Context: an optimization exercise on an open-source flow, tuned for small area and a short achievable clock period. The choices shown serve that exercise and are no tape-out recipe. Only simulation tests tie the RTL to the original design; equivalence was not proved.

$ cat flow/design.v
`timescale 1 ns / 1 ps
module AXIS_linear_regression_v1_0 #
	(
		parameter M = 8,
		parameter N = 3,
		parameter integer C_S00_AXIS_TDATA_WIDTH	= 32,
		parameter integer C_M00_AXIS_TDATA_WIDTH	= 32,
		parameter integer C_M00_AXIS_START_COUNT	= 32
	)
	(
		input wire  aclk,
		input wire  aresetn,
		output wire  s00_axis_tready,
		input wire [C_S00_AXIS_TDATA_WIDTH-1 : 0] s00_axis_tdata,
		input wire  s00_axis_tlast,
		input wire  s00_axis_tvalid,
		output wire  m00_axis_tvalid,
		output wire [C_M00_AXIS_TDATA_WIDTH-1 : 0] m00_axis_tdata,
		output wire  m00_axis_tlast,
		input wire  m00_axis_tready
	);
    reg        tready_r;
    reg  [2:0] vdly, ldly;
    reg        tvalid_r, tlast_r;
    reg  [31:0] tdata_r;
    reg  [1:0] col;         
    reg  [3:0] row;         
    reg        pending;     
    reg  [1:0] w;           
    assign s00_axis_tready = tready_r;
    assign m00_axis_tvalid = tvalid_r;
    assign m00_axis_tlast  = tlast_r;
    assign m00_axis_tdata  = tdata_r;
    wire take = s00_axis_tvalid & tready_r & ~pending;
    wire xrow = ~row[3];
    wire nz = row != 4'd0;              
    wire [15:0] bus16 = s00_axis_tdata[15:0];
    wire [15:0] enc;
    wire [7:0] encn;
    genvar g;
    generate for (g = 0; g < 8; g = g + 1) begin : be
        wire am1 = (g == 0) ? 1'b0 : bus16[2*g-1];
        wire a0 = bus16[2*g], a1 = bus16[2*g+1];
        assign enc[2*g]   = a0 ^ am1;
        assign enc[2*g+1] = (a1 & ~a0 & ~am1) | (~a1 & a0 & am1);
        assign encn[g]    = a1;
    end endgenerate
    reg [15:0] E0, E1, E2;
    reg [7:0] N0, N1, N2;
    wire ld0 = ~xrow | (col == 2'd0);
    wire ld1 = ~xrow | (col == 2'd1);
    wire ld2 = ~xrow | (col == 2'd2);
    wire flip = take & xrow & (col == 2'd3);
    reg [31:0] R0a, R0b, R0c;           
    reg [31:0] R1a, R1b;                
    reg [31:0] A22;
    reg [31:0] B0, B1, B2;              
    wire [31:0] busx = (col == 2'd3) ? s00_axis_tdata : {{16{s00_axis_tdata[15]}}, bus16};
    reg [31:0] Q0, Q1, Q2;
    reg sx0, sx1, sx2, sx3;             
    reg st;                             
    reg cR0, cB0, cR1, cB1, cR2, cB2;
    always @(posedge aclk) begin
        if (ld0) E0 <= enc;
        if (ld1) E1 <= enc;
        if (ld2) E2 <= enc;
        if (ld0 | flip) N0 <= ld0 ? encn : ~N0;
        if (ld1 | flip) N1 <= ld1 ? encn : ~N1;
        if (ld2 | flip) N2 <= ld2 ? encn : ~N2;
        Q0 <= xrow ? busx : R0a;
        Q1 <= xrow ? busx : (col == 2'd0) ? R0b : R1a;
        Q2 <= xrow ? busx : (col == 2'd0) ? R0c : (col == 2'd1) ? R1b : A22;
        if (!aresetn) begin
            tready_r <= 1'b0;
            vdly <= 3'b0; ldly <= 3'b0;
            tvalid_r <= 1'b0; tlast_r <= 1'b0;
            col <= 2'd0; row <= 4'd0;
            pending <= 1'b0; w <= 2'd0;
            {sx0, sx1, sx2, sx3, st} <= 5'b0;
            {cR0, cB0, cR1, cB1, cR2, cB2} <= 6'b0;
        end else begin
            tready_r <= m00_axis_tready;
            vdly <= {vdly[1:0], s00_axis_tvalid};
            ldly <= {ldly[1:0], s00_axis_tlast};
            tvalid_r <= vdly[2];
            tlast_r <= ldly[2];
            sx0 <= take & xrow & (col == 2'd0);
            sx1 <= take & xrow & (col == 2'd1);
            sx2 <= take & xrow & (col == 2'd2);
            sx3 <= take & xrow & (col == 2'd3);
            st  <= take & ~xrow & (col != 2'd3);
            cR0 <= take & xrow & nz & (col != 2'd3);
            cB0 <= take & (xrow ? nz & (col == 2'd3) : (col != 2'd3));
            cR1 <= take & xrow & nz & (col == 2'd1 || col == 2'd2);
            cB1 <= take & (xrow ? nz & (col == 2'd3) : 1'b1);
            cR2 <= take & xrow & nz & (col == 2'd2);
            cB2 <= take & (xrow ? nz & col[0] : 1'b1);
            if (take) begin
                col <= col + 2'd1;
                if (col == 2'd3) row <= row + 4'd1;
                if (~xrow && col == 2'd3) pending <= 1'b1;
            end
            if (pending & m00_axis_tready) begin
                w <= (w == 2'd2) ? 2'd0 : w + 2'd1;
                if (w == 2'd2) begin
                    pending <= 1'b0;
                    row <= 4'd0;
                    col <= 2'd0;
                end
            end
        end
    end
    wire tload = pending & m00_axis_tready;
    wire [31:0] gw = (w == 2'd0) ? B0 : (w == 2'd1) ? B1 : B2;
    always @(posedge aclk)
        tdata_r <= ({32{tload & aresetn}} & gw) | ({32{~tload & aresetn}} & tdata_r);
    wire [31:0] c0 = ({32{cR0}} & R0a) | ({32{cB0}} & B0);
    wire [31:0] r0;
    mac u0 (E0, N0, Q0, c0, r0);
    wire [31:0] c1 = ({32{cR1}} & R1a) | ({32{cB1}} & B1);
    wire [31:0] r1;
    mac u1 (E1, N1, Q1, c1, r1);
    wire [31:0] c2 = ({32{cR2}} & A22) | ({32{cB2}} & B2);
    wire [31:0] r2;
    mac u2 (E2, N2, Q2, c2, r2);
    wire wa0 = sx0 | sx1 | sx2 | (take & ~xrow & (col != 2'd3));
    wire wa1 = sx1 | sx2 | (take & ~xrow & (col == 2'd1));
    always @(posedge aclk) begin
        if (wa0) begin
            R0a <= R0b;
            R0b <= R0c;
            R0c <= r0;
        end
        if (wa1) begin
            R1a <= R1b;
            R1b <= r1;
        end
        if (sx2) A22 <= r2;
        if (sx3 | st) begin B0 <= r0; B1 <= r1; B2 <= r2; end
    end
endmodule
module mac(input [15:0] e, input [7:0] n, input [31:0] b, input [31:0] c, output [31:0] r);
wire one0 = e[0];
wire two0 = e[1];
wire neg0 = n[0];
wire one1 = e[2];
wire two1 = e[3];
wire neg1 = n[1];
wire one2 = e[4];
wire two2 = e[5];
wire neg2 = n[2];
wire one3 = e[6];
wire two3 = e[7];
wire neg3 = n[3];
wire one4 = e[8];
wire two4 = e[9];
wire neg4 = n[4];
wire one5 = e[10];
wire two5 = e[11];
wire neg5 = n[5];
wire one6 = e[12];
wire two6 = e[13];
wire neg6 = n[6];
wire one7 = e[14];
wire two7 = e[15];
wire neg7 = n[7];
wire p0_0, p0_1; bpp2z u_p0_0(one0, two0, neg0, b[0], b[1], p0_0, p0_1);
wire p0_2, p0_3; bpp2 u_p0_2(one0, two0, neg0, b[1], b[2], b[3], p0_2, p0_3);
wire p0_4, p0_5; bpp2 u_p0_4(one0, two0, neg0, b[3], b[4], b[5], p0_4, p0_5);
wire p0_6, p0_7; bpp2 u_p0_6(one0, two0, neg0, b[5], b[6], b[7], p0_6, p0_7);
wire p0_8, p0_9; bpp2 u_p0_8(one0, two0, neg0, b[7], b[8], b[9], p0_8, p0_9);
wire p0_10, p0_11; bpp2 u_p0_10(one0, two0, neg0, b[9], b[10], b[11], p0_10, p0_11);
wire p0_12, p0_13; bpp2 u_p0_12(one0, two0, neg0, b[11], b[12], b[13], p0_12, p0_13);
wire p0_14, p0_15; bpp2 u_p0_14(one0, two0, neg0, b[13], b[14], b[15], p0_14, p0_15);
wire p0_16, p0_17; bpp2 u_p0_16(one0, two0, neg0, b[15], b[16], b[17], p0_16, p0_17);
wire p0_18, p0_19; bpp2 u_p0_18(one0, two0, neg0, b[17], b[18], b[19], p0_18, p0_19);
wire p0_20, p0_21; bpp2 u_p0_20(one0, two0, neg0, b[19], b[20], b[21], p0_20, p0_21);
wire p0_22, p0_23; bpp2 u_p0_22(one0, two0, neg0, b[21], b[22], b[23], p0_22, p0_23);
wire p0_24, p0_25; bpp2 u_p0_24(one0, two0, neg0, b[23], b[24], b[25], p0_24, p0_25);
wire p0_26, p0_27; bpp2 u_p0_26(one0, two0, neg0, b[25], b[26], b[27], p0_26, p0_27);
wire p0_28, p0_29; bpp2 u_p0_28(one0, two0, neg0, b[27], b[28], b[29], p0_28, p0_29);
wire p0_30, p0_31; bpp2 u_p0_30(one0, two0, neg0, b[29], b[30], b[31], p0_30, p0_31);
wire p1_0, p1_1; bpp2z u_p1_0(one1, two1, neg1, b[0], b[1], p1_0, p1_1);
wire p1_2, p1_3; bpp2 u_p1_2(one1, two1, neg1, b[1], b[2], b[3], p1_2, p1_3);
wire p1_4, p1_5; bpp2 u_p1_4(one1, two1, neg1, b[3], b[4], b[5], p1_4, p1_5);
wire p1_6, p1_7; bpp2 u_p1_6(one1, two1, neg1, b[5], b[6], b[7], p1_6, p1_7);
wire p1_8, p1_9; bpp2 u_p1_8(one1, two1, neg1, b[7], b[8], b[9], p1_8, p1_9);
wire p1_10, p1_11; bpp2 u_p1_10(one1, two1, neg1, b[9], b[10], b[11], p1_10, p1_11);
wire p1_12, p1_13; bpp2 u_p1_12(one1, two1, neg1, b[11], b[12], b[13], p1_12, p1_13);
wire p1_14, p1_15; bpp2 u_p1_14(one1, two1, neg1, b[13], b[14], b[15], p1_14, p1_15);
wire p1_16, p1_17; bpp2 u_p1_16(one1, two1, neg1, b[15], b[16], b[17], p1_16, p1_17);
wire p1_18, p1_19; bpp2 u_p1_18(one1, two1, neg1, b[17], b[18], b[19], p1_18, p1_19);
wire p1_20, p1_21; bpp2 u_p1_20(one1, two1, neg1, b[19], b[20], b[21], p1_20, p1_21);
wire p1_22, p1_23; bpp2 u_p1_22(one1, two1, neg1, b[21], b[22], b[23], p1_22, p1_23);
wire p1_24, p1_25; bpp2 u_p1_24(one1, two1, neg1, b[23], b[24], b[25], p1_24, p1_25);
wire p1_26, p1_27; bpp2 u_p1_26(one1, two1, neg1, b[25], b[26], b[27], p1_26, p1_27);
wire p1_28, p1_29; bpp2 u_p1_28(one1, two1, neg1, b[27], b[28], b[29], p1_28, p1_29);
wire p2_0, p2_1; bpp2z u_p2_0(one2, two2, neg2, b[0], b[1], p2_0, p2_1);
wire p2_2, p2_3; bpp2 u_p2_2(one2, two2, neg2, b[1], b[2], b[3], p2_2, p2_3);
wire p2_4, p2_5; bpp2 u_p2_4(one2, two2, neg2, b[3], b[4], b[5], p2_4, p2_5);
wire p2_6, p2_7; bpp2 u_p2_6(one2, two2, neg2, b[5], b[6], b[7], p2_6, p2_7);
wire p2_8, p2_9; bpp2 u_p2_8(one2, two2, neg2, b[7], b[8], b[9], p2_8, p2_9);
wire p2_10, p2_11; bpp2 u_p2_10(one2, two2, neg2, b[9], b[10], b[11], p2_10, p2_11);
wire p2_12, p2_13; bpp2 u_p2_12(one2, two2, neg2, b[11], b[12], b[13], p2_12, p2_13);
wire p2_14, p2_15; bpp2 u_p2_14(one2, two2, neg2, b[13], b[14], b[15], p2_14, p2_15);
wire p2_16, p2_17; bpp2 u_p2_16(one2, two2, neg2, b[15], b[16], b[17], p2_16, p2_17);
wire p2_18, p2_19; bpp2 u_p2_18(one2, two2, neg2, b[17], b[18], b[19], p2_18, p2_19);
wire p2_20, p2_21; bpp2 u_p2_20(one2, two2, neg2, b[19], b[20], b[21], p2_20, p2_21);
wire p2_22, p2_23; bpp2 u_p2_22(one2, two2, neg2, b[21], b[22], b[23], p2_22, p2_23);
wire p2_24, p2_25; bpp2 u_p2_24(one2, two2, neg2, b[23], b[24], b[25], p2_24, p2_25);
wire p2_26, p2_27; bpp2 u_p2_26(one2, two2, neg2, b[25], b[26], b[27], p2_26, p2_27);
wire p3_0, p3_1; bpp2z u_p3_0(one3, two3, neg3, b[0], b[1], p3_0, p3_1);
wire p3_2, p3_3; bpp2 u_p3_2(one3, two3, neg3, b[1], b[2], b[3], p3_2, p3_3);
wire p3_4, p3_5; bpp2 u_p3_4(one3, two3, neg3, b[3], b[4], b[5], p3_4, p3_5);
wire p3_6, p3_7; bpp2 u_p3_6(one3, two3, neg3, b[5], b[6], b[7], p3_6, p3_7);
wire p3_8, p3_9; bpp2 u_p3_8(one3, two3, neg3, b[7], b[8], b[9], p3_8, p3_9);
wire p3_10, p3_11; bpp2 u_p3_10(one3, two3, neg3, b[9], b[10], b[11], p3_10, p3_11);
wire p3_12, p3_13; bpp2 u_p3_12(one3, two3, neg3, b[11], b[12], b[13], p3_12, p3_13);
wire p3_14, p3_15; bpp2 u_p3_14(one3, two3, neg3, b[13], b[14], b[15], p3_14, p3_15);
wire p3_16, p3_17; bpp2 u_p3_16(one3, two3, neg3, b[15], b[16], b[17], p3_16, p3_17);
wire p3_18, p3_19; bpp2 u_p3_18(one3, two3, neg3, b[17], b[18], b[19], p3_18, p3_19);
wire p3_20, p3_21; bpp2 u_p3_20(one3, two3, neg3, b[19], b[20], b[21], p3_20, p3_21);
wire p3_22, p3_23; bpp2 u_p3_22(one3, two3, neg3, b[21], b[22], b[23], p3_22, p3_23);
wire p3_24, p3_25; bpp2 u_p3_24(one3, two3, neg3, b[23], b[24], b[25], p3_24, p3_25);
wire p4_0, p4_1; bpp2z u_p4_0(one4, two4, neg4, b[0], b[1], p4_0, p4_1);
wire p4_2, p4_3; bpp2 u_p4_2(one4, two4, neg4, b[1], b[2], b[3], p4_2, p4_3);
wire p4_4, p4_5; bpp2 u_p4_4(one4, two4, neg4, b[3], b[4], b[5], p4_4, p4_5);
wire p4_6, p4_7; bpp2 u_p4_6(one4, two4, neg4, b[5], b[6], b[7], p4_6, p4_7);
wire p4_8, p4_9; bpp2 u_p4_8(one4, two4, neg4, b[7], b[8], b[9], p4_8, p4_9);
wire p4_10, p4_11; bpp2 u_p4_10(one4, two4, neg4, b[9], b[10], b[11], p4_10, p4_11);
wire p4_12, p4_13; bpp2 u_p4_12(one4, two4, neg4, b[11], b[12], b[13], p4_12, p4_13);
wire p4_14, p4_15; bpp2 u_p4_14(one4, two4, neg4, b[13], b[14], b[15], p4_14, p4_15);
wire p4_16, p4_17; bpp2 u_p4_16(one4, two4, neg4, b[15], b[16], b[17], p4_16, p4_17);
wire p4_18, p4_19; bpp2 u_p4_18(one4, two4, neg4, b[17], b[18], b[19], p4_18, p4_19);
wire p4_20, p4_21; bpp2 u_p4_20(one4, two4, neg4, b[19], b[20], b[21], p4_20, p4_21);
wire p4_22, p4_23; bpp2 u_p4_22(one4, two4, neg4, b[21], b[22], b[23], p4_22, p4_23);
wire p5_0, p5_1; bpp2z u_p5_0(one5, two5, neg5, b[0], b[1], p5_0, p5_1);
wire p5_2, p5_3; bpp2 u_p5_2(one5, two5, neg5, b[1], b[2], b[3], p5_2, p5_3);
wire p5_4, p5_5; bpp2 u_p5_4(one5, two5, neg5, b[3], b[4], b[5], p5_4, p5_5);
wire p5_6, p5_7; bpp2 u_p5_6(one5, two5, neg5, b[5], b[6], b[7], p5_6, p5_7);
wire p5_8, p5_9; bpp2 u_p5_8(one5, two5, neg5, b[7], b[8], b[9], p5_8, p5_9);
wire p5_10, p5_11; bpp2 u_p5_10(one5, two5, neg5, b[9], b[10], b[11], p5_10, p5_11);
wire p5_12, p5_13; bpp2 u_p5_12(one5, two5, neg5, b[11], b[12], b[13], p5_12, p5_13);
wire p5_14, p5_15; bpp2 u_p5_14(one5, two5, neg5, b[13], b[14], b[15], p5_14, p5_15);
wire p5_16, p5_17; bpp2 u_p5_16(one5, two5, neg5, b[15], b[16], b[17], p5_16, p5_17);
wire p5_18, p5_19; bpp2 u_p5_18(one5, two5, neg5, b[17], b[18], b[19], p5_18, p5_19);
wire p5_20, p5_21; bpp2 u_p5_20(one5, two5, neg5, b[19], b[20], b[21], p5_20, p5_21);
wire p6_0, p6_1; bpp2z u_p6_0(one6, two6, neg6, b[0], b[1], p6_0, p6_1);
wire p6_2, p6_3; bpp2 u_p6_2(one6, two6, neg6, b[1], b[2], b[3], p6_2, p6_3);
wire p6_4, p6_5; bpp2 u_p6_4(one6, two6, neg6, b[3], b[4], b[5], p6_4, p6_5);
wire p6_6, p6_7; bpp2 u_p6_6(one6, two6, neg6, b[5], b[6], b[7], p6_6, p6_7);
wire p6_8, p6_9; bpp2 u_p6_8(one6, two6, neg6, b[7], b[8], b[9], p6_8, p6_9);
wire p6_10, p6_11; bpp2 u_p6_10(one6, two6, neg6, b[9], b[10], b[11], p6_10, p6_11);
wire p6_12, p6_13; bpp2 u_p6_12(one6, two6, neg6, b[11], b[12], b[13], p6_12, p6_13);
wire p6_14, p6_15; bpp2 u_p6_14(one6, two6, neg6, b[13], b[14], b[15], p6_14, p6_15);
wire p6_16, p6_17; bpp2 u_p6_16(one6, two6, neg6, b[15], b[16], b[17], p6_16, p6_17);
wire p6_18, p6_19; bpp2 u_p6_18(one6, two6, neg6, b[17], b[18], b[19], p6_18, p6_19);
wire p7_0, p7_1; bpp2z u_p7_0(one7, two7, neg7, b[0], b[1], p7_0, p7_1);
wire p7_2, p7_3; bpp2 u_p7_2(one7, two7, neg7, b[1], b[2], b[3], p7_2, p7_3);
wire p7_4, p7_5; bpp2 u_p7_4(one7, two7, neg7, b[3], b[4], b[5], p7_4, p7_5);
wire p7_6, p7_7; bpp2 u_p7_6(one7, two7, neg7, b[5], b[6], b[7], p7_6, p7_7);
wire p7_8, p7_9; bpp2 u_p7_8(one7, two7, neg7, b[7], b[8], b[9], p7_8, p7_9);
wire p7_10, p7_11; bpp2 u_p7_10(one7, two7, neg7, b[9], b[10], b[11], p7_10, p7_11);
wire p7_12, p7_13; bpp2 u_p7_12(one7, two7, neg7, b[11], b[12], b[13], p7_12, p7_13);
wire p7_14, p7_15; bpp2 u_p7_14(one7, two7, neg7, b[13], b[14], b[15], p7_14, p7_15);
wire p7_16, p7_17; bpp2 u_p7_16(one7, two7, neg7, b[15], b[16], b[17], p7_16, p7_17);
wire n1;
wire n2;
ha un2 (p0_14, p1_12, n1, n2);
wire n3;
wire n4;
ha un4 (p0_15, p1_13, n3, n4);
wire n5;
wire n6;
ha un6 (p0_16, p1_14, n5, n6);
wire n7;
wire n8;
ha un8 (p0_17, p1_15, n7, n8);
wire n9;
wire n10;
ha un10 (p0_18, p1_16, n9, n10);
wire n11;
wire n12;
ha un12 (p0_19, p1_17, n11, n12);
wire n13;
wire n14;
ha un14 (p0_20, p1_18, n13, n14);
wire n15;
wire n16;
ha un16 (p0_21, p1_19, n15, n16);
wire n17;
wire n18;
ha un18 (p0_22, p1_20, n17, n18);
wire n19;
wire n20;
ha un20 (p0_23, p1_21, n19, n20);
wire n21;
wire n22;
ha un22 (p0_24, p1_22, n21, n22);
wire n23;
wire n24;
ha un24 (p0_25, p1_23, n23, n24);
wire n25;
wire n26;
ha un26 (p0_26, p1_24, n25, n26);
wire n27;
wire n28;
ha un28 (p0_27, p1_25, n27, n28);
wire n29;
wire n30;
ha un30 (p0_28, p1_26, n29, n30);
wire n31;
wire n32;
ha un32 (p0_29, p1_27, n31, n32);
wire n33;
wire n34;
ha un34 (p0_30, p1_28, n33, n34);
wire n35;
wire n36;
ha un36 (p0_31, p1_29, n35, n36);
wire n37;
wire n38;
ha un38 (p0_8, p1_6, n37, n38);
wire n39;
wire n40;
ha un40 (p0_9, p1_7, n39, n40);
wire n41;
wire n42;
fa un42 (p0_10, p1_8, p2_6, n41, n42);
wire n43;
wire n44;
ha un44 (p3_4, p4_2, n43, n44);
wire n45;
wire n46;
fa un46 (p0_11, p1_9, p2_7, n45, n46);
wire n47;
wire n48;
ha un48 (p3_5, p4_3, n47, n48);
wire n49;
wire n50;
fa un50 (p0_12, p1_10, p2_8, n49, n50);
wire n51;
wire n52;
fa un52 (p3_6, p4_4, p5_2, n51, n52);
wire n53;
wire n54;
ha un54 (p6_0, neg6, n53, n54);
wire n55;
wire n56;
fa un56 (p0_13, p1_11, p2_9, n55, n56);
wire n57;
wire n58;
fa un58 (p3_7, p4_5, p5_3, n57, n58);
wire n59;
wire n60;
ha un60 (p6_1, c[13], n59, n60);
wire n61;
wire n62;
fa un62 (n1, p2_10, p3_8, n61, n62);
wire n63;
wire n64;
fa un64 (p4_6, p5_4, p6_2, n63, n64);
wire n65;
wire n66;
fa un66 (p7_0, neg7, c[14], n65, n66);
wire n67;
wire n68;
fa un68 (n2, n3, p2_11, n67, n68);
wire n69;
wire n70;
fa un70 (p3_9, p4_7, p5_5, n69, n70);
wire n71;
wire n72;
fa un72 (p6_3, p7_1, c[15], n71, n72);
wire n73;
wire n74;
fa un74 (n4, n5, p2_12, n73, n74);
wire n75;
wire n76;
fa un76 (p3_10, p4_8, p5_6, n75, n76);
wire n77;
wire n78;
fa un78 (p6_4, p7_2, c[16], n77, n78);
wire n79;
wire n80;
fa un80 (n6, n7, p2_13, n79, n80);
wire n81;
wire n82;
fa un82 (p3_11, p4_9, p5_7, n81, n82);
wire n83;
wire n84;
fa un84 (p6_5, p7_3, c[17], n83, n84);
wire n85;
wire n86;
fa un86 (n8, n9, p2_14, n85, n86);
wire n87;
wire n88;
fa un88 (p3_12, p4_10, p5_8, n87, n88);
wire n89;
wire n90;
fa un90 (p6_6, p7_4, c[18], n89, n90);
wire n91;
wire n92;
fa un92 (n10, n11, p2_15, n91, n92);
wire n93;
wire n94;
fa un94 (p3_13, p4_11, p5_9, n93, n94);
wire n95;
wire n96;
fa un96 (p6_7, p7_5, c[19], n95, n96);
wire n97;
wire n98;
fa un98 (n12, n13, p2_16, n97, n98);
wire n99;
wire n100;
fa un100 (p3_14, p4_12, p5_10, n99, n100);
wire n101;
wire n102;
fa un102 (p6_8, p7_6, c[20], n101, n102);
wire n103;
wire n104;
fa un104 (n14, n15, p2_17, n103, n104);
wire n105;
wire n106;
fa un106 (p3_15, p4_13, p5_11, n105, n106);
wire n107;
wire n108;
fa un108 (p6_9, p7_7, c[21], n107, n108);
wire n109;
wire n110;
fa un110 (n16, n17, p2_18, n109, n110);
wire n111;
wire n112;
fa un112 (p3_16, p4_14, p5_12, n111, n112);
wire n113;
wire n114;
fa un114 (p6_10, p7_8, c[22], n113, n114);
wire n115;
wire n116;
fa un116 (n18, n19, p2_19, n115, n116);
wire n117;
wire n118;
fa un118 (p3_17, p4_15, p5_13, n117, n118);
wire n119;
wire n120;
fa un120 (p6_11, p7_9, c[23], n119, n120);
wire n121;
wire n122;
fa un122 (n20, n21, p2_20, n121, n122);
wire n123;
wire n124;
fa un124 (p3_18, p4_16, p5_14, n123, n124);
wire n125;
wire n126;
fa un126 (p6_12, p7_10, c[24], n125, n126);
wire n127;
wire n128;
fa un128 (n22, n23, p2_21, n127, n128);
wire n129;
wire n130;
fa un130 (p3_19, p4_17, p5_15, n129, n130);
wire n131;
wire n132;
fa un132 (p6_13, p7_11, c[25], n131, n132);
wire n133;
wire n134;
fa un134 (n24, n25, p2_22, n133, n134);
wire n135;
wire n136;
fa un136 (p3_20, p4_18, p5_16, n135, n136);
wire n137;
wire n138;
fa un138 (p6_14, p7_12, c[26], n137, n138);
wire n139;
wire n140;
fa un140 (n26, n27, p2_23, n139, n140);
wire n141;
wire n142;
fa un142 (p3_21, p4_19, p5_17, n141, n142);
wire n143;
wire n144;
fa un144 (p6_15, p7_13, c[27], n143, n144);
wire n145;
wire n146;
fa un146 (n28, n29, p2_24, n145, n146);
wire n147;
wire n148;
fa un148 (p3_22, p4_20, p5_18, n147, n148);
wire n149;
wire n150;
fa un150 (p6_16, p7_14, c[28], n149, n150);
wire n151;
wire n152;
fa un152 (n30, n31, p2_25, n151, n152);
wire n153;
wire n154;
fa un154 (p3_23, p4_21, p5_19, n153, n154);
wire n155;
wire n156;
fa un156 (p6_17, p7_15, c[29], n155, n156);
wire n157;
wire n158;
fa un158 (n32, n33, p2_26, n157, n158);
wire n159;
wire n160;
fa un160 (p3_24, p4_22, p5_20, n159, n160);
wire n161;
wire n162;
fa un162 (p6_18, p7_16, c[30], n161, n162);
wire n163;
wire n164;
fa un164 (n34, n35, p2_27, n163, n164);
wire n165;
wire n166;
fa un166 (p3_25, p4_23, p5_21, n165, n166);
wire n167;
wire n168;
fa un168 (p6_19, p7_17, c[31], n167, n168);
wire n169;
wire n170;
ha un170 (p0_4, p1_2, n169, n170);
wire n171;
wire n172;
ha un172 (p0_5, p1_3, n171, n172);
wire n173;
wire n174;
fa un174 (p0_6, p1_4, p2_2, n173, n174);
wire n175;
wire n176;
ha un176 (p3_0, neg3, n175, n176);
wire n177;
wire n178;
fa un178 (p0_7, p1_5, p2_3, n177, n178);
wire n179;
wire n180;
ha un180 (p3_1, c[7], n179, n180);
wire n181;
wire n182;
fa un182 (n37, p2_4, p3_2, n181, n182);
wire n183;
wire n184;
fa un184 (p4_0, neg4, c[8], n183, n184);
wire n185;
wire n186;
fa un186 (n38, n39, p2_5, n185, n186);
wire n187;
wire n188;
fa un188 (p3_3, p4_1, c[9], n187, n188);
wire n189;
wire n190;
fa un190 (n40, n41, n43, n189, n190);
wire n191;
wire n192;
fa un192 (p5_0, neg5, c[10], n191, n192);
wire n193;
wire n194;
fa un194 (n42, n44, n45, n193, n194);
wire n195;
wire n196;
fa un196 (n47, p5_1, c[11], n195, n196);
wire n197;
wire n198;
fa un198 (n46, n48, n49, n197, n198);
wire n199;
wire n200;
fa un200 (n51, n53, c[12], n199, n200);
wire n201;
wire n202;
fa un202 (n50, n52, n54, n201, n202);
wire n203;
wire n204;
fa un204 (n55, n57, n59, n203, n204);
wire n205;
wire n206;
fa un206 (n56, n58, n60, n205, n206);
wire n207;
wire n208;
fa un208 (n61, n63, n65, n207, n208);
wire n209;
wire n210;
fa un210 (n62, n64, n66, n209, n210);
wire n211;
wire n212;
fa un212 (n67, n69, n71, n211, n212);
wire n213;
wire n214;
fa un214 (n68, n70, n72, n213, n214);
wire n215;
wire n216;
fa un216 (n73, n75, n77, n215, n216);
wire n217;
wire n218;
fa un218 (n74, n76, n78, n217, n218);
wire n219;
wire n220;
fa un220 (n79, n81, n83, n219, n220);
wire n221;
wire n222;
fa un222 (n80, n82, n84, n221, n222);
wire n223;
wire n224;
fa un224 (n85, n87, n89, n223, n224);
wire n225;
wire n226;
fa un226 (n86, n88, n90, n225, n226);
wire n227;
wire n228;
fa un228 (n91, n93, n95, n227, n228);
wire n229;
wire n230;
fa un230 (n92, n94, n96, n229, n230);
wire n231;
wire n232;
fa un232 (n97, n99, n101, n231, n232);
wire n233;
wire n234;
fa un234 (n98, n100, n102, n233, n234);
wire n235;
wire n236;
fa un236 (n103, n105, n107, n235, n236);
wire n237;
wire n238;
fa un238 (n104, n106, n108, n237, n238);
wire n239;
wire n240;
fa un240 (n109, n111, n113, n239, n240);
wire n241;
wire n242;
fa un242 (n110, n112, n114, n241, n242);
wire n243;
wire n244;
fa un244 (n115, n117, n119, n243, n244);
wire n245;
wire n246;
fa un246 (n116, n118, n120, n245, n246);
wire n247;
wire n248;
fa un248 (n121, n123, n125, n247, n248);
wire n249;
wire n250;
fa un250 (n122, n124, n126, n249, n250);
wire n251;
wire n252;
fa un252 (n127, n129, n131, n251, n252);
wire n253;
wire n254;
fa un254 (n128, n130, n132, n253, n254);
wire n255;
wire n256;
fa un256 (n133, n135, n137, n255, n256);
wire n257;
wire n258;
fa un258 (n134, n136, n138, n257, n258);
wire n259;
wire n260;
fa un260 (n139, n141, n143, n259, n260);
wire n261;
wire n262;
fa un262 (n140, n142, n144, n261, n262);
wire n263;
wire n264;
fa un264 (n145, n147, n149, n263, n264);
wire n265;
wire n266;
fa un266 (n146, n148, n150, n265, n266);
wire n267;
wire n268;
fa un268 (n151, n153, n155, n267, n268);
wire n269;
wire n270;
fa un270 (n152, n154, n156, n269, n270);
wire n271;
wire n272;
fa un272 (n157, n159, n161, n271, n272);
wire n273;
wire n274;
fa un274 (n158, n160, n162, n273, n274);
wire n275;
wire n276;
fa un276 (n163, n165, n167, n275, n276);
wire n277;
wire n278;
ha un278 (p0_2, p1_0, n277, n278);
wire n279;
wire n280;
ha un280 (p0_3, p1_1, n279, n280);
wire n281;
wire n282;
fa un282 (n169, p2_0, neg2, n281, n282);
wire n283;
wire n284;
fa un284 (n170, n171, p2_1, n283, n284);
wire n285;
wire n286;
fa un286 (n172, n173, n175, n285, n286);
wire n287;
wire n288;
fa un288 (n174, n176, n177, n287, n288);
wire n289;
wire n290;
fa un290 (n178, n180, n181, n289, n290);
wire n291;
wire n292;
fa un292 (n182, n184, n185, n291, n292);
wire n293;
wire n294;
fa un294 (n186, n188, n189, n293, n294);
wire n295;
wire n296;
fa un296 (n190, n192, n193, n295, n296);
wire n297;
wire n298;
fa un298 (n194, n196, n197, n297, n298);
wire n299;
wire n300;
fa un300 (n198, n200, n201, n299, n300);
wire n301;
wire n302;
fa un302 (n202, n204, n205, n301, n302);
wire n303;
wire n304;
fa un304 (n206, n208, n209, n303, n304);
wire n305;
wire n306;
fa un306 (n210, n212, n213, n305, n306);
wire n307;
wire n308;
fa un308 (n214, n216, n217, n307, n308);
wire n309;
wire n310;
fa un310 (n218, n220, n221, n309, n310);
wire n311;
wire n312;
fa un312 (n222, n224, n225, n311, n312);
wire n313;
wire n314;
fa un314 (n226, n228, n229, n313, n314);
wire n315;
wire n316;
fa un316 (n230, n232, n233, n315, n316);
wire n317;
wire n318;
fa un318 (n234, n236, n237, n317, n318);
wire n319;
wire n320;
fa un320 (n238, n240, n241, n319, n320);
wire n321;
wire n322;
fa un322 (n242, n244, n245, n321, n322);
wire n323;
wire n324;
fa un324 (n246, n248, n249, n323, n324);
wire n325;
wire n326;
fa un326 (n250, n252, n253, n325, n326);
wire n327;
wire n328;
fa un328 (n254, n256, n257, n327, n328);
wire n329;
wire n330;
fa un330 (n258, n260, n261, n329, n330);
wire n331;
wire n332;
fa un332 (n262, n264, n265, n331, n332);
wire n333;
wire n334;
fa un334 (n266, n268, n269, n333, n334);
wire n335;
wire n336;
fa un336 (n270, n272, n273, n335, n336);
wire n337;
wire n338;
ha un338 (p0_0, neg0, n337, n338);
wire n339;
wire n340;
ha un340 (p0_1, c[1], n339, n340);
wire n341;
wire n342;
fa un342 (n277, neg1, c[2], n341, n342);
wire n343;
wire n344;
fa un344 (n278, n279, c[3], n343, n344);
wire n345;
wire n346;
fa un346 (n280, n281, c[4], n345, n346);
wire n347;
wire n348;
fa un348 (n282, n283, c[5], n347, n348);
wire n349;
wire n350;
fa un350 (n284, n285, c[6], n349, n350);
wire n351;
wire n352;
fa un352 (n286, n287, n179, n351, n352);
wire n353;
wire n354;
fa un354 (n288, n289, n183, n353, n354);
wire n355;
wire n356;
fa un356 (n290, n291, n187, n355, n356);
wire n357;
wire n358;
fa un358 (n292, n293, n191, n357, n358);
wire n359;
wire n360;
fa un360 (n294, n295, n195, n359, n360);
wire n361;
wire n362;
fa un362 (n296, n297, n199, n361, n362);
wire n363;
wire n364;
fa un364 (n298, n299, n203, n363, n364);
wire n365;
wire n366;
fa un366 (n300, n301, n207, n365, n366);
wire n367;
wire n368;
fa un368 (n302, n303, n211, n367, n368);
wire n369;
wire n370;
fa un370 (n304, n305, n215, n369, n370);
wire n371;
wire n372;
fa un372 (n306, n307, n219, n371, n372);
wire n373;
wire n374;
fa un374 (n308, n309, n223, n373, n374);
wire n375;
wire n376;
fa un376 (n310, n311, n227, n375, n376);
wire n377;
wire n378;
fa un378 (n312, n313, n231, n377, n378);
wire n379;
wire n380;
fa un380 (n314, n315, n235, n379, n380);
wire n381;
wire n382;
fa un382 (n316, n317, n239, n381, n382);
wire n383;
wire n384;
fa un384 (n318, n319, n243, n383, n384);
wire n385;
wire n386;
fa un386 (n320, n321, n247, n385, n386);
wire n387;
wire n388;
fa un388 (n322, n323, n251, n387, n388);
wire n389;
wire n390;
fa un390 (n324, n325, n255, n389, n390);
wire n391;
wire n392;
fa un392 (n326, n327, n259, n391, n392);
wire n393;
wire n394;
fa un394 (n328, n329, n263, n393, n394);
wire n395;
wire n396;
fa un396 (n330, n331, n267, n395, n396);
wire n397;
wire n398;
fa un398 (n332, n333, n271, n397, n398);
wire n399;
wire n400;
fa un400 (n334, n335, n275, n399, n400);
wire [31:0] s0 = {n398, n396, n394, n392, n390, n388, n386, n384, n382, n380, n378, n376, n374, n372, n370, n368, n366, n364, n362, n360, n358, n356, n354, n352, n350, n348, n346, n344, n342, n340, n338, n337};
wire [31:0] s1 = {n399, n397, n395, n393, n391, n389, n387, n385, n383, n381, n379, n377, n375, n373, n371, n369, n367, n365, n363, n361, n359, n357, n355, n353, n351, n349, n347, n345, n343, n341, n339, c[0]};
add32 u_cpa(s0, s1, r);
endmodule
module fa(input a, input b, input c, output s, output co);
assign s = a ^ b ^ c;
assign co = (a & b) | (a & c) | (b & c);
endmodule
module ha(input a, input b, output s, output co);
assign s = a ^ b;
assign co = a & b;
endmodule
module bpp2(input one, input two, input neg, input bm1, input b0, input b1, output p0, output p1);
assign p0 = ((one & b0) | (two & bm1)) ^ neg;
assign p1 = ((one & b1) | (two & b0)) ^ neg;
endmodule
module bpp2z(input one, input two, input neg, input b0, input b1, output p0, output p1);
assign p0 = (one & b0) ^ neg;
assign p1 = ((one & b1) | (two & b0)) ^ neg;
endmodule
module add32(input [31:0] a, input [31:0] b, output [31:0] s);
wire q1;
wire q2;
pgc u_pg0(a[0], b[0], q1, q2);
wire q3;
wire q4;
pgc u_pg1(a[1], b[1], q3, q4);
wire q5;
wire q6;
pgc u_pg2(a[2], b[2], q5, q6);
wire q7;
wire q8;
pgc u_pg3(a[3], b[3], q7, q8);
wire q9;
wire q10;
pgc u_pg4(a[4], b[4], q9, q10);
wire q11;
wire q12;
pgc u_pg5(a[5], b[5], q11, q12);
wire q13;
wire q14;
pgc u_pg6(a[6], b[6], q13, q14);
wire q15;
wire q16;
pgc u_pg7(a[7], b[7], q15, q16);
wire q17;
wire q18;
pgc u_pg8(a[8], b[8], q17, q18);
wire q19;
wire q20;
pgc u_pg9(a[9], b[9], q19, q20);
wire q21;
wire q22;
pgc u_pg10(a[10], b[10], q21, q22);
wire q23;
wire q24;
pgc u_pg11(a[11], b[11], q23, q24);
wire q25;
wire q26;
pgc u_pg12(a[12], b[12], q25, q26);
wire q27;
wire q28;
pgc u_pg13(a[13], b[13], q27, q28);
wire q29;
wire q30;
pgc u_pg14(a[14], b[14], q29, q30);
wire q31;
wire q32;
pgc u_pg15(a[15], b[15], q31, q32);
wire q33;
wire q34;
pgc u_pg16(a[16], b[16], q33, q34);
wire q35;
wire q36;
pgc u_pg17(a[17], b[17], q35, q36);
wire q37;
wire q38;
pgc u_pg18(a[18], b[18], q37, q38);
wire q39;
wire q40;
pgc u_pg19(a[19], b[19], q39, q40);
wire q41;
wire q42;
pgc u_pg20(a[20], b[20], q41, q42);
wire q43;
wire q44;
pgc u_pg21(a[21], b[21], q43, q44);
wire q45;
wire q46;
pgc u_pg22(a[22], b[22], q45, q46);
wire q47;
wire q48;
pgc u_pg23(a[23], b[23], q47, q48);
wire q49;
wire q50;
pgc u_pg24(a[24], b[24], q49, q50);
wire q51;
wire q52;
pgc u_pg25(a[25], b[25], q51, q52);
wire q53;
wire q54;
pgc u_pg26(a[26], b[26], q53, q54);
wire q55;
wire q56;
pgc u_pg27(a[27], b[27], q55, q56);
wire q57;
wire q58;
pgc u_pg28(a[28], b[28], q57, q58);
wire q59;
wire q60;
pgc u_pg29(a[29], b[29], q59, q60);
wire q61;
wire q62;
pgc u_pg30(a[30], b[30], q61, q62);
wire q63;
wire q64;
pgc u_pg31(a[31], b[31], q63, q64);
wire q65;
gray u_g65(q3, q4, q1, q65);
wire q66;
wire q67;
dot u_d67(q7, q8, q5, q6, q66, q67);
wire q68;
wire q69;
dot u_d69(q11, q12, q9, q10, q68, q69);
wire q70;
wire q71;
dot u_d71(q15, q16, q13, q14, q70, q71);
wire q72;
wire q73;
dot u_d73(q19, q20, q17, q18, q72, q73);
wire q74;
wire q75;
dot u_d75(q23, q24, q21, q22, q74, q75);
wire q76;
wire q77;
dot u_d77(q27, q28, q25, q26, q76, q77);
wire q78;
wire q79;
dot u_d79(q31, q32, q29, q30, q78, q79);
wire q80;
wire q81;
dot u_d81(q35, q36, q33, q34, q80, q81);
wire q82;
wire q83;
dot u_d83(q39, q40, q37, q38, q82, q83);
wire q84;
wire q85;
dot u_d85(q43, q44, q41, q42, q84, q85);
wire q86;
wire q87;
dot u_d87(q47, q48, q45, q46, q86, q87);
wire q88;
wire q89;
dot u_d89(q51, q52, q49, q50, q88, q89);
wire q90;
wire q91;
dot u_d91(q55, q56, q53, q54, q90, q91);
wire q92;
wire q93;
dot u_d93(q59, q60, q57, q58, q92, q93);
wire q94;
wire q95;
dot u_d95(q63, q64, q61, q62, q94, q95);
wire q96;
gray u_g96(q66, q67, q65, q96);
wire q97;
wire q98;
dot u_d98(q68, q69, q66, q67, q97, q98);
wire q99;
wire q100;
dot u_d100(q70, q71, q68, q69, q99, q100);
wire q101;
wire q102;
dot u_d102(q72, q73, q70, q71, q101, q102);
wire q103;
wire q104;
dot u_d104(q74, q75, q72, q73, q103, q104);
wire q105;
wire q106;
dot u_d106(q76, q77, q74, q75, q105, q106);
wire q107;
wire q108;
dot u_d108(q78, q79, q76, q77, q107, q108);
wire q109;
wire q110;
dot u_d110(q80, q81, q78, q79, q109, q110);
wire q111;
wire q112;
dot u_d112(q82, q83, q80, q81, q111, q112);
wire q113;
wire q114;
dot u_d114(q84, q85, q82, q83, q113, q114);
wire q115;
wire q116;
dot u_d116(q86, q87, q84, q85, q115, q116);
wire q117;
wire q118;
dot u_d118(q88, q89, q86, q87, q117, q118);
wire q119;
wire q120;
dot u_d120(q90, q91, q88, q89, q119, q120);
wire q121;
wire q122;
dot u_d122(q92, q93, q90, q91, q121, q122);
wire q123;
wire q124;
dot u_d124(q94, q95, q92, q93, q123, q124);
wire q125;
gray u_g125(q97, q98, q65, q125);
wire q126;
gray u_g126(q99, q100, q96, q126);
wire q127;
wire q128;
dot u_d128(q101, q102, q97, q98, q127, q128);
wire q129;
wire q130;
dot u_d130(q103, q104, q99, q100, q129, q130);
wire q131;
wire q132;
dot u_d132(q105, q106, q101, q102, q131, q132);
wire q133;
wire q134;
dot u_d134(q107, q108, q103, q104, q133, q134);
wire q135;
wire q136;
dot u_d136(q109, q110, q105, q106, q135, q136);
wire q137;
wire q138;
dot u_d138(q111, q112, q107, q108, q137, q138);
wire q139;
wire q140;
dot u_d140(q113, q114, q109, q110, q139, q140);
wire q141;
wire q142;
dot u_d142(q115, q116, q111, q112, q141, q142);
wire q143;
wire q144;
dot u_d144(q117, q118, q113, q114, q143, q144);
wire q145;
wire q146;
dot u_d146(q119, q120, q115, q116, q145, q146);
wire q147;
wire q148;
dot u_d148(q121, q122, q117, q118, q147, q148);
wire q149;
wire q150;
dot u_d150(q123, q124, q119, q120, q149, q150);
wire q151;
gray u_g151(q127, q128, q65, q151);
wire q152;
gray u_g152(q129, q130, q96, q152);
wire q153;
gray u_g153(q131, q132, q125, q153);
wire q154;
gray u_g154(q133, q134, q126, q154);
wire q155;
wire q156;
dot u_d156(q135, q136, q127, q128, q155, q156);
wire q157;
wire q158;
dot u_d158(q137, q138, q129, q130, q157, q158);
wire q159;
wire q160;
dot u_d160(q139, q140, q131, q132, q159, q160);
wire q161;
wire q162;
dot u_d162(q141, q142, q133, q134, q161, q162);
wire q163;
wire q164;
dot u_d164(q143, q144, q135, q136, q163, q164);
wire q165;
wire q166;
dot u_d166(q145, q146, q137, q138, q165, q166);
wire q167;
wire q168;
dot u_d168(q147, q148, q139, q140, q167, q168);
wire q169;
wire q170;
dot u_d170(q149, q150, q141, q142, q169, q170);
wire q171;
gray u_g171(q155, q156, q65, q171);
wire q172;
gray u_g172(q157, q158, q96, q172);
wire q173;
gray u_g173(q159, q160, q125, q173);
wire q174;
gray u_g174(q161, q162, q126, q174);
wire q175;
gray u_g175(q163, q164, q151, q175);
wire q176;
gray u_g176(q165, q166, q152, q176);
wire q177;
gray u_g177(q167, q168, q153, q177);
wire q178;
gray u_g178(q169, q170, q154, q178);
wire q179;
gray u_g179(q5, q6, q65, q179);
wire q180;
gray u_g180(q9, q10, q96, q180);
wire q181;
gray u_g181(q13, q14, q125, q181);
wire q182;
gray u_g182(q17, q18, q126, q182);
wire q183;
gray u_g183(q21, q22, q151, q183);
wire q184;
gray u_g184(q25, q26, q152, q184);
wire q185;
gray u_g185(q29, q30, q153, q185);
wire q186;
gray u_g186(q33, q34, q154, q186);
wire q187;
gray u_g187(q37, q38, q171, q187);
wire q188;
gray u_g188(q41, q42, q172, q188);
wire q189;
gray u_g189(q45, q46, q173, q189);
wire q190;
gray u_g190(q49, q50, q174, q190);
wire q191;
gray u_g191(q53, q54, q175, q191);
wire q192;
gray u_g192(q57, q58, q176, q192);
wire q193;
gray u_g193(q61, q62, q177, q193);
assign s[0] = q2;
xr u_x1(q4, q1, s[1]);
xr u_x2(q6, q65, s[2]);
xr u_x3(q8, q179, s[3]);
xr u_x4(q10, q96, s[4]);
xr u_x5(q12, q180, s[5]);
xr u_x6(q14, q125, s[6]);
xr u_x7(q16, q181, s[7]);
xr u_x8(q18, q126, s[8]);
xr u_x9(q20, q182, s[9]);
xr u_x10(q22, q151, s[10]);
xr u_x11(q24, q183, s[11]);
xr u_x12(q26, q152, s[12]);
xr u_x13(q28, q184, s[13]);
xr u_x14(q30, q153, s[14]);
xr u_x15(q32, q185, s[15]);
xr u_x16(q34, q154, s[16]);
xr u_x17(q36, q186, s[17]);
xr u_x18(q38, q171, s[18]);
xr u_x19(q40, q187, s[19]);
xr u_x20(q42, q172, s[20]);
xr u_x21(q44, q188, s[21]);
xr u_x22(q46, q173, s[22]);
xr u_x23(q48, q189, s[23]);
xr u_x24(q50, q174, s[24]);
xr u_x25(q52, q190, s[25]);
xr u_x26(q54, q175, s[26]);
xr u_x27(q56, q191, s[27]);
xr u_x28(q58, q176, s[28]);
xr u_x29(q60, q192, s[29]);
xr u_x30(q62, q177, s[30]);
xr u_x31(q64, q193, s[31]);
endmodule
module pgc(input a, input b, output g, output p);
assign g = a & b;
assign p = a ^ b;
endmodule
module dot(input g1, input p1, input g0, input p0, output g, output p);
assign g = g1 | (p1 & g0);
assign p = p1 & p0;
endmodule
module gray(input g1, input p1, input g0, output g);
assign g = g1 | (p1 & g0);
endmodule
module xr(input a, input b, output y);
assign y = a ^ b;
endmodule
$ cat flow/flow/run.sh
#!/bin/bash
# The standard layout, with the port buffers made from buf_4 instead of the default cell,
# and the resizer's timing repair aiming at 16.45 ns of setup slack
set -euo pipefail
bash standard.sh finish 'BUFFER_PORTS_ARGS=-buffer_cell sky130_fd_sc_hd__buf_4' SETUP_SLACK_MARGIN=16.45 > standard.log 2>&1
$ cat flow/standard.sh
#!/bin/bash
# synth_recipe.tcl (not shown) runs the flow's synth.tcl, then flattens the netlist and writes it again
# the make line also repeats each setting of config.mk as NAME=value (left out here)
make -C /OpenROAD-flow-scripts/flow DESIGN_CONFIG=/design/flow/config.mk WORK_HOME=/design/flow/orfs CLKGATE_MAP_FILE= SYNTH_SCRIPT=/design/flow/synth_recipe.tcl "${@:-finish}"
$ cat flow/config.mk
export PLATFORM = sky130hd
export DESIGN_NAME = AXIS_linear_regression_v1_0
export DESIGN_NICKNAME = AXIS_linear_regression_v1_0
export VERILOG_FILES = /design/flow/design.v
export SDC_FILE = /design/flow/constraint.sdc
export NUM_CORES = 8
export LEC_CHECK = 0
export CAP_MARGIN = 20
export CORE_MARGIN = 2
export CORE_UTILIZATION = 40
export CTS_CLUSTER_DIAMETER = 40
export CTS_CLUSTER_SIZE = 20
export SLEW_MARGIN = 20
export SYNTH_HIERARCHICAL = 1
export SYNTH_MINIMUM_KEEP_SIZE = 0
$ cat flow/constraint.sdc
create_clock -name core_clock -period 22.0 [get_ports {aclk}]
set_input_delay 4.4000 -clock core_clock [delete_from_list [all_inputs] [get_ports {aclk}]]
set_output_delay 4.4000 -clock core_clock [all_outputs]
set_load 0.01 [all_outputs]
==> results of run 1 <==
==> modules after synthesis (local to each module, per instance), a selection <==
module,cell area (um^2),cells inside
xr,8.76,1
fa,20.0,1
bpp2z,33.8,4
gray,7.51,1
dot,13.8,2
AXIS_linear_regression_v1_0,18900,1224
add32,7.51,1
bpp2,32.5,4
ha,12.5,1
pgc,12.5,1
==> flip-flops by register name (all words and copies together) (netlist names), 32 cells and up <==
register / flops
B1: 32
Q1: 32
R0c: 32
B2: 32
A22: 32
Q2: 32
R1b: 32
B0: 32
R1a: 32
Q0: 32
R0b: 32
tdata_r: 32
R0a: 32
==> worst max-delay path by stage <==
stage / start / end / slack, ns / depth (start not counted)
6_report: tdata_r[22] / m00_axis_tdata[22] / 16.45 / 1
5_1_grt: tdata_r[31] / m00_axis_tdata[31] / 16.42 / 1
4_1_cts: tdata_r[10] / m00_axis_tdata[10] / 16.44 / 1
3_5_place_dp: s00_axis_tvalid / R0b[2] / 15.19 / 4
3_3_place_gp: s00_axis_tvalid / R0b[5] / 15.21 / 4
2_1_floorplan: s00_axis_tvalid / R0a[0] / 15.43 / 2
==> synth_stat cells (2+ instances only) <==
library cell,n
sky130_fd_sc_hd__a221oi_1,32
sky130_fd_sc_hd__and3_1,2
sky130_fd_sc_hd__nand2b_1,7
sky130_fd_sc_hd__and2_1,147
sky130_fd_sc_hd__xnor2_1,602
sky130_fd_sc_hd__a21o_1,225
sky130_fd_sc_hd__a211oi_4,10
sky130_fd_sc_hd__a21oi_2,6
sky130_fd_sc_hd__buf_6,3
sky130_fd_sc_hd__buf_4,14
sky130_fd_sc_hd__clkbuf_1,40
sky130_fd_sc_hd__mux2i_1,65
sky130_fd_sc_hd__or3_1,3
sky130_fd_sc_hd__ha_1,198
sky130_fd_sc_hd__a211oi_2,10
sky130_fd_sc_hd__nor2b_1,3
sky130_fd_sc_hd__a21oi_1,50
sky130_fd_sc_hd__xor2_1,100
sky130_fd_sc_hd__nor2_1,47
sky130_fd_sc_hd__dfxtp_1,157
sky130_fd_sc_hd__a211oi_1,11
sky130_fd_sc_hd__o21ai_0,57
sky130_fd_sc_hd__fa_1,504
sky130_fd_sc_hd__edfxtp_1,360
sky130_fd_sc_hd__nand2_2,2
sky130_fd_sc_hd__a22oi_1,552
sky130_fd_sc_hd__a22o_1,96
sky130_fd_sc_hd__buf_2,30
sky130_fd_sc_hd__nand3b_1,2
sky130_fd_sc_hd__a22oi_2,24
sky130_fd_sc_hd__nand2_1,85
sky130_fd_sc_hd__o2bb2ai_1,31
sky130_fd_sc_hd__or2_1,3
sky130_fd_sc_hd__inv_1,22
sky130_fd_sc_hd__nand3_1,3
sky130_fd_sc_hd__mux2_2,32
sky130_fd_sc_hd__o21ai_1,25
==> cells by family after synthesis <==
| group | after synthesis | share of synthesized area |
|---|---|---|
| simple gates | 313 | 0.0372 |
| fa+ha+maj | 702 | 0.282 |
| buf+inv | 112 | 0.0124 |
| flops | 517 | 0.313 |
| mux | 97 | 0.0227 |
| compound gates | 1133 | 0.195 |
| xor+xnor | 702 | 0.138 |
==> repair_timing <==
| action | 4_1_cts | 5_1_grt |
|---|---|---|
| cloned | 1 | 0 |
| pin swaps | 1 | 0 |
| resized for setup | 83 | 40 |
| buffers inserted | 3 | 13 |
| setup endpoints to repair | 125 | 154 |
| endpoints found under the hold margin | 0 | 0 |
==> area by class of cell <==
cell class | count | share of cell area
well taps | 1488 | 0.0372
clock inverters | 47 | 0.0101
diodes | 1 | 0.0000500
multi-input cells | 2948 | 0.603
repair buffers | 171 | 0.0300
inverters | 22 | 0.00165
flip-flops and latches | 517 | 0.281
clock buffers | 79 | 0.0367
==> metal layers <==
layer	vias up	GRT usage
li1	13600	-
met1	17000	0.402
met2	1899	0.396
met3	225	0.0557
met4	0	0.0947
met5	-	0
==> through the flow <==
stage               hold slack (ns)  utilization  cell area [um^2]  std cells
floorplan                     0.412            -             44600       3576
global placement              0.415        0.427             47200       5128
detailed placement            0.421        0.427             47200       5128
CTS                           0.435        0.450             49700       5258
global route                  0.455        0.453             50100       5272
finish                        0.435        0.453             50100       5273
==> notes.md, run 1 <==
# TYPE chip_impl_metric gauge
chip_impl_info{name="run_status",value="finished clean"} 1
chip_impl_metric{name="iteration_count_of_the_initial_detailed_routing_pass",unit=""} 6
chip_impl_metric{name="cts.sink_count",unit=""} 517
chip_impl_metric{name="syn_area",unit="mm^2"} 0.0446
chip_impl_metric{name="htree_num_levels",unit=""} 3
chip_impl_metric{name="number_of_global_route_vias_before_repair",unit=""} 32300
chip_impl_metric{name="fin_nets",unit=""} 4468
chip_impl_info{name="synth_flop_cell",value="sky130_fd_sc_hd__edfxtp_1"} 1
chip_impl_metric{name="post_route_ant_nets",unit=""} 0
chip_impl_info{name="maxUsedRoutingLayer",value="met4"} 1
chip_impl_metric{name="fill_cells",unit=""} 10200
chip_impl_metric{name="grt.overflow.total",unit=""} 0
chip_impl_metric{name="die_h",unit="um"} 338
chip_impl_metric{name="drt-met1-wl",unit="um"} 67500
chip_impl_info{name="most_frequent_cells_in_the_layout",value="sky130_fd_sc_hd__xnor2_1 (602), sky130_fd_sc_hd__a22oi_1 (551), sky130_fd_sc_hd__fa_1 (504)"} 1
chip_impl_info{name="critical_path.top_delay_family",value="flip-flops"} 1
chip_impl_metric{name="synth-async-reset-ratio",unit=""} 0
chip_impl_info{name="cts_tree",value="yes"} 1
chip_impl_metric{name="worst_r2r_path_cells",unit=""} 14
chip_impl_metric{name="rrSetupSlack",unit="ns"} 16.52
chip_impl_info{name="cp-start-kind",value="register"} 1
chip_impl_metric{name="synthesis.instances",unit=""} 3576
chip_impl_metric{name="count_of_unique_library_cells_instantiated_by_yosys",unit=""} 53
chip_impl_metric{name="timing_hold_violations_final",unit=""} 0
chip_impl_info{name="min_path_type",value="reg2reg"} 1
chip_impl_metric{name="met3WireLength",unit="um"} 16500
chip_impl_metric{name="drt_wl_total",unit="um"} 158000
chip_impl_metric{name="cp.required",unit="ns"} 17.60
chip_impl_metric{name="routed_via_density",unit=""} 6.21
chip_impl_metric{name="starting_density_of_the_core",unit=""} 0.403
chip_impl_metric{name="synth_enable_flop_cells",unit=""} 360
chip_impl_metric{name="critPathArrivalTime",unit="ns"} 1.15
chip_impl_metric{name="fin_crit_sh",unit=""} 0.252
chip_impl_metric{name="area.growth.synth_to_final",unit="%"} 12.3
chip_impl_metric{name="floorplan.io_pins",unit=""} 72
chip_impl_metric{name="grt_max_degree",unit=""} 66
chip_impl_metric{name="finalCriticalPeriod",unit="ns"} 5.55
chip_impl_metric{name="cts-hold-fix-buffers",unit=""} 0
chip_impl_metric{name="port_buffers",unit=""} 71
chip_impl_metric{name="max_slew.worst_pin.slew",unit="ns"} 1.10
chip_impl_metric{name="total_buffers_and_inverters_traversed_by_the_critical_path",unit=""} 1
chip_impl_metric{name="final_setup_skew",unit="ns"} 0.0360
chip_impl_info{name="yosysTopAreaCell",value="sky130_fd_sc_hd__edfxtp_1"} 1
chip_impl_metric{name="multi_input_area",unit="mm^2"} 0.0302
chip_impl_metric{name="tritoncts_buffers",unit=""} 69
chip_impl_info{name="setup_repair_after_global_routing_missed_its_margin",value="yes"} 1
chip_impl_info{name="crit_path_end_kind",value="output pin"} 1
chip_impl_info{name="reg2reg_to",value="B2[28]"} 1
chip_impl_info{name="timing_worst_setup_path_type",value="reg2out"} 1
chip_impl_metric{name="track_usage",unit=""} 0.273
chip_impl_metric{name="clockBufferDepth",unit=""} 3
chip_impl_metric{name="max-cap-violations",unit=""} 0
chip_impl_metric{name="met2WireLength",unit="um"} 67400
chip_impl_metric{name="core-area",unit="mm^2"} 0.111
chip_impl_metric{name="synth_nets",unit=""} 4315
chip_impl_metric{name="yosysTopAreaCellShare",unit=""} 0.243
chip_impl_metric{name="drcViolationCount",unit=""} 0
chip_impl_info{name="crit_path_cell_trace",value="buf_6"} 1
chip_impl_metric{name="synth.ff_latch_count",unit=""} 517
chip_impl_metric{name="timing.hold.worst_path_depth",unit=""} 1
chip_impl_metric{name="wl_per_cell",unit="um"} 29.9
chip_impl_metric{name="fp.dieArea",unit="mm^2"} 0.114
chip_impl_info{name="clock-root-buffer",value="sky130_fd_sc_hd__clkbuf_16"} 1
chip_impl_info{name="reg2reg_from",value="E2[11]"} 1
chip_impl_metric{name="post-route-worst-setup-slack",unit="ns"} 16.45
chip_impl_info{name="hold_end",value="ldly[2]"} 1
chip_impl_metric{name="antenna_found_initial",unit=""} 2
chip_impl_metric{name="grt_pass1_wl",unit="um"} 229000
chip_impl_metric{name="crit_path_max_incr_delay",unit="ns"} 0.41
chip_impl_metric{name="synthesis.yosys.warnings",unit=""} 7
chip_impl_metric{name="clk-insertion-delay-late",unit="ns"} 0.63
chip_impl_info{name="netlist_top_cells_area",value="sky130_fd_sc_hd__edfxtp_1 (24%), sky130_fd_sc_hd__fa_1 (23%), sky130_fd_sc_hd__xnor2_1 (12%), sky130_fd_sc_hd__a22oi_1 (9.3%), sky130_fd_sc_hd__dfxtp_1 (7.1%)"} 1
chip_impl_metric{name="seqCellArea",unit="mm^2"} 0.0141
chip_impl_metric{name="place_ws",unit="ns"} 15.19
chip_impl_metric{name="syn_avg_cell_area",unit="um^2"} 12.5
chip_impl_metric{name="floorplan.die.width",unit="um"} 338
chip_impl_metric{name="final_max_slew_viol_count",unit=""} 0
chip_impl_metric{name="cp_max_fo",unit=""} 2
chip_impl_metric{name="setup-violations-final",unit=""} 0
chip_impl_metric{name="gpl.final_weighted_congestion",unit=""} 0.954
chip_impl_metric{name="yosysSeqAreaShare",unit=""} 0.313
chip_impl_metric{name="dp_hpwl",unit="um"} 113000
chip_impl_metric{name="max-slew-margin-rel",unit=""} 0.267
chip_impl_info{name="min-delay-start",value="ldly[1]"} 1
chip_impl_metric{name="total_negative_setup_slacks",unit="ns"} 0
chip_impl_metric{name="drive_gt1_frac",unit=""} 0.121
chip_impl_info{name="most_common_library_cell_in_the_layout_ignoring_fill_and_taps",value="sky130_fd_sc_hd__xnor2_1"} 1
chip_impl_metric{name="num_vias",unit=""} 32700
chip_impl_metric{name="core.rowCount",unit=""} 122
chip_impl_metric{name="max_freq",unit="MHz"} 180
chip_impl_metric{name="drt_first_iter_violations",unit=""} 4206
chip_impl_metric{name="clkTransAtPathRegs",unit="ns"} 0.06
chip_impl_info{name="cp_slowest_cell",value="sky130_fd_sc_hd__dfxtp_4"} 1
==> inputs of run 2 (changes only) <==
--- a/flow/config.mk
+++ b/flow/config.mk
@@ -8,8 +8,8 @@
 export CAP_MARGIN = 20
 export CORE_MARGIN = 2
 export CORE_UTILIZATION = 40
-export CTS_CLUSTER_DIAMETER = 40
-export CTS_CLUSTER_SIZE = 20
+export CTS_CLUSTER_DIAMETER = 55
+export CTS_CLUSTER_SIZE = 28
 export SLEW_MARGIN = 20
 export SYNTH_HIERARCHICAL = 1
 export SYNTH_MINIMUM_KEEP_SIZE = 0
==> run 2 against run 1 <==
Still clean on timing, DRC and antenna; utilization decreased by 0.75 points; cell count fell by 0.91%; die area unchanged; sequential cell count is the same; area after synthesis unchanged; first-iteration DRC count grew 2.5%; via count down 0.86%; worst setup slack lost 0.0014 ns; clock skew increased by 0.0089 ns; critical path type unchanged; largest cell class unchanged; highest routed layer is now met5.
==> notes.md, run 2 <==
# TYPE chip_impl_metric gauge
chip_impl_info{name="run_status",value="finished clean"} 1
chip_impl_info{name="cts_tree",value="yes"} 1
chip_impl_info{name="most_common_library_cell_in_the_layout_ignoring_fill_and_taps",value="sky130_fd_sc_hd__xnor2_1"} 1
chip_impl_metric{name="drive_gt1_frac",unit=""} 0.110
chip_impl_metric{name="routed_via_density",unit=""} 6.21
chip_impl_metric{name="clkTransAtPathRegs",unit="ns"} 0.09
chip_impl_metric{name="syn_avg_cell_area",unit="um^2"} 12.5
chip_impl_metric{name="floorplan.die.width",unit="um"} 338
chip_impl_metric{name="fp.dieArea",unit="mm^2"} 0.114
chip_impl_metric{name="area_of_all_placed_cells_without_fillers",unit="mm^2"} 0.0492
chip_impl_metric{name="grt.overflow.total",unit=""} 0
chip_impl_metric{name="grt_max_degree",unit=""} 66
chip_impl_metric{name="fin_nets",unit=""} 4443
chip_impl_info{name="timing_worst_setup_path_type",value="reg2out"} 1
chip_impl_metric{name="timing_hold_violations_final",unit=""} 0
chip_impl_metric{name="core.rowCount",unit=""} 122
chip_impl_metric{name="antennaDiodeCount",unit=""} 0
chip_impl_metric{name="synth-async-reset-ratio",unit=""} 0
chip_impl_metric{name="finalCriticalPeriod",unit="ns"} 5.55
chip_impl_metric{name="track_usage",unit=""} 0.271
chip_impl_metric{name="drcViolationCount",unit=""} 0
chip_impl_metric{name="place_area",unit="mm^2"} 0.0472
chip_impl_info{name="critical_path.top_delay_family",value="flip-flops"} 1
chip_impl_metric{name="finalNonFillerCells",unit=""} 5225
chip_impl_metric{name="synthesis.instances",unit=""} 3576
chip_impl_metric{name="yosysSeqAreaShare",unit=""} 0.313
chip_impl_metric{name="place_ws",unit="ns"} 15.19
chip_impl_info{name="crit_path_cell_trace",value="buf_6"} 1
chip_impl_metric{name="htree_num_levels",unit=""} 2
chip_impl_metric{name="post_route_ant_nets",unit=""} 0
chip_impl_metric{name="max_slew.worst_pin.slew",unit="ns"} 1.10
chip_impl_metric{name="num_vias",unit=""} 32400
chip_impl_metric{name="final_setup_skew",unit="ns"} 0.0448
chip_impl_metric{name="critPathArrivalTime",unit="ns"} 1.15
chip_impl_metric{name="iteration_count_of_the_initial_detailed_routing_pass",unit=""} 5
chip_impl_metric{name="max-cap-violations",unit=""} 0
chip_impl_metric{name="wl_per_cell",unit="um"} 30.0
chip_impl_metric{name="total_negative_setup_slacks",unit="ns"} 0
chip_impl_info{name="yosysTopAreaCell",value="sky130_fd_sc_hd__edfxtp_1"} 1
chip_impl_metric{name="setup-violations-final",unit=""} 0
chip_impl_info{name="most_frequent_cells_in_the_layout",value="sky130_fd_sc_hd__xnor2_1 (602), sky130_fd_sc_hd__a22oi_1 (550), sky130_fd_sc_hd__fa_1 (504)"} 1
chip_impl_info{name="min_path_type",value="reg2reg"} 1
chip_impl_metric{name="crit_path_max_incr_delay",unit="ns"} 0.42
chip_impl_info{name="synth_most_common_cell",value="sky130_fd_sc_hd__xnor2_1"} 1
chip_impl_metric{name="placedCellCount",unit=""} 5128
chip_impl_metric{name="cts.sink_count",unit=""} 517
chip_impl_info{name="synth_flop_cell",value="sky130_fd_sc_hd__edfxtp_1"} 1
chip_impl_metric{name="cp_max_fo",unit=""} 2
-- run 2: cell counts after synthesis --
Identical to the previous run, type by type.
-- run 2: area by class of cell --
class,count,area [um^2]
clock inverter,31,403
timing repair buffer,173,1530
sequential,517,14100
fill,10300,61300
inverter,22,82.6
clock buffer,46,1100
multi-input combinational,2948,30200
tap,1488,1860
-- run 2: metal layers --
metal | wire length, um | part of all wire
met1 | 67200 | 0.43
met2 | 67000 | 0.43
met3 | 16200 | 0.10
met4 | 6210 | 0.040
met5 | 13 | 0.000083
-- run 2: worst paths after layout --
path | start | to | slack (ns) | cells after the start
worst max-delay path | tdata_r[18] | m00_axis_tdata[18] | 16.45 | 1
worst min-delay path | ldly[0] | ldly[1] | 0.43 | 1
worst max register to register | E1[3] | R1b[31] | 16.53 | 16
worst min register to register | ldly[0] | ldly[1] | 0.43 | 1
-- run 2: per-module statistics from Yosys, one instance, submodules excluded, excerpt --
module / cells inside / copies in the design
dot: 2 / 135
pgc: 1 / 96
ha: 1 / 96
xr: 1 / 93
AXIS_linear_regression_v1_0: 1224 / 1
add32: 1 / 3
gray: 1 / 90
bpp2z: 4 / 24
bpp2: 4 / 276
fa: 1 / 504
-- run 2: kinds of logic (layout without fill, tap and decap cells) --
logic type / count (synthesis) / after routing / synth area share
AO/OA/AOI/OAI: 1133 / 1134 / 0.195
XOR/XNOR: 702 / 702 / 0.138
adder cells (fa/ha/maj): 702 / 702 / 0.282
buffers and inverters: 112 / 272 / 0.0124
flip-flops: 517 / 517 / 0.313
multiplexers: 97 / 97 / 0.0227
AND/OR/NAND/NOR: 313 / 313 / 0.0372
-- run 2: repair_timing --
item                                    CTS  global route
gates resized for setup                  84            34
buffers inserted                          3            15
endpoints found under the setup margin  141            91
pin swaps                                 1             0
gates cloned                              1             0
-- run 2: metrics by stage --
step	utilization	hold slack [ns]
finish	0.446	0.430
global route	0.446	0.455
CTS	0.442	0.436
detailed placement	0.427	0.421
global placement	0.427	0.415
floorplan	-	0.412

re-timing with driven ports:
How much do the figures lean on ideal ports? The routed layouts below were timed once more, with nothing changed but the port constraints.
Step 1, drivers: a clkbuf_16 drives aclk and a buf_2 each remaining input, both assumed.
Step 2, shift: input delay + t, output delay - t, t = (earliest + latest rising clock arrival at the registers) / 2. This alone moves slack from input paths to output paths.
Slacks: ideal / step 1 / step 2; pairs: ideal / step 1.
| run | t (ns) | setup slack, ns | worst hold slack (ns) | worst setup path at the end | clock arrival spread, ns |
|---|---|---|---|---|---|
| run 1 | 0.679 | 16.451 / 16.384 / 15.905 | 0.435 / 0.435 / 0.435 | input to register | 0.036 / 0.037 |
| run 2 | 0.658 | 16.449 / 16.385 / 15.928 | 0.430 / 0.430 / 0.430 | input to register | 0.046 / 0.046 |
After both steps every run listed still meets setup and hold. For run 1, which loses most, drivers alone change the setup slack by -0.067 ns; drivers and shift together by -0.546 ns.
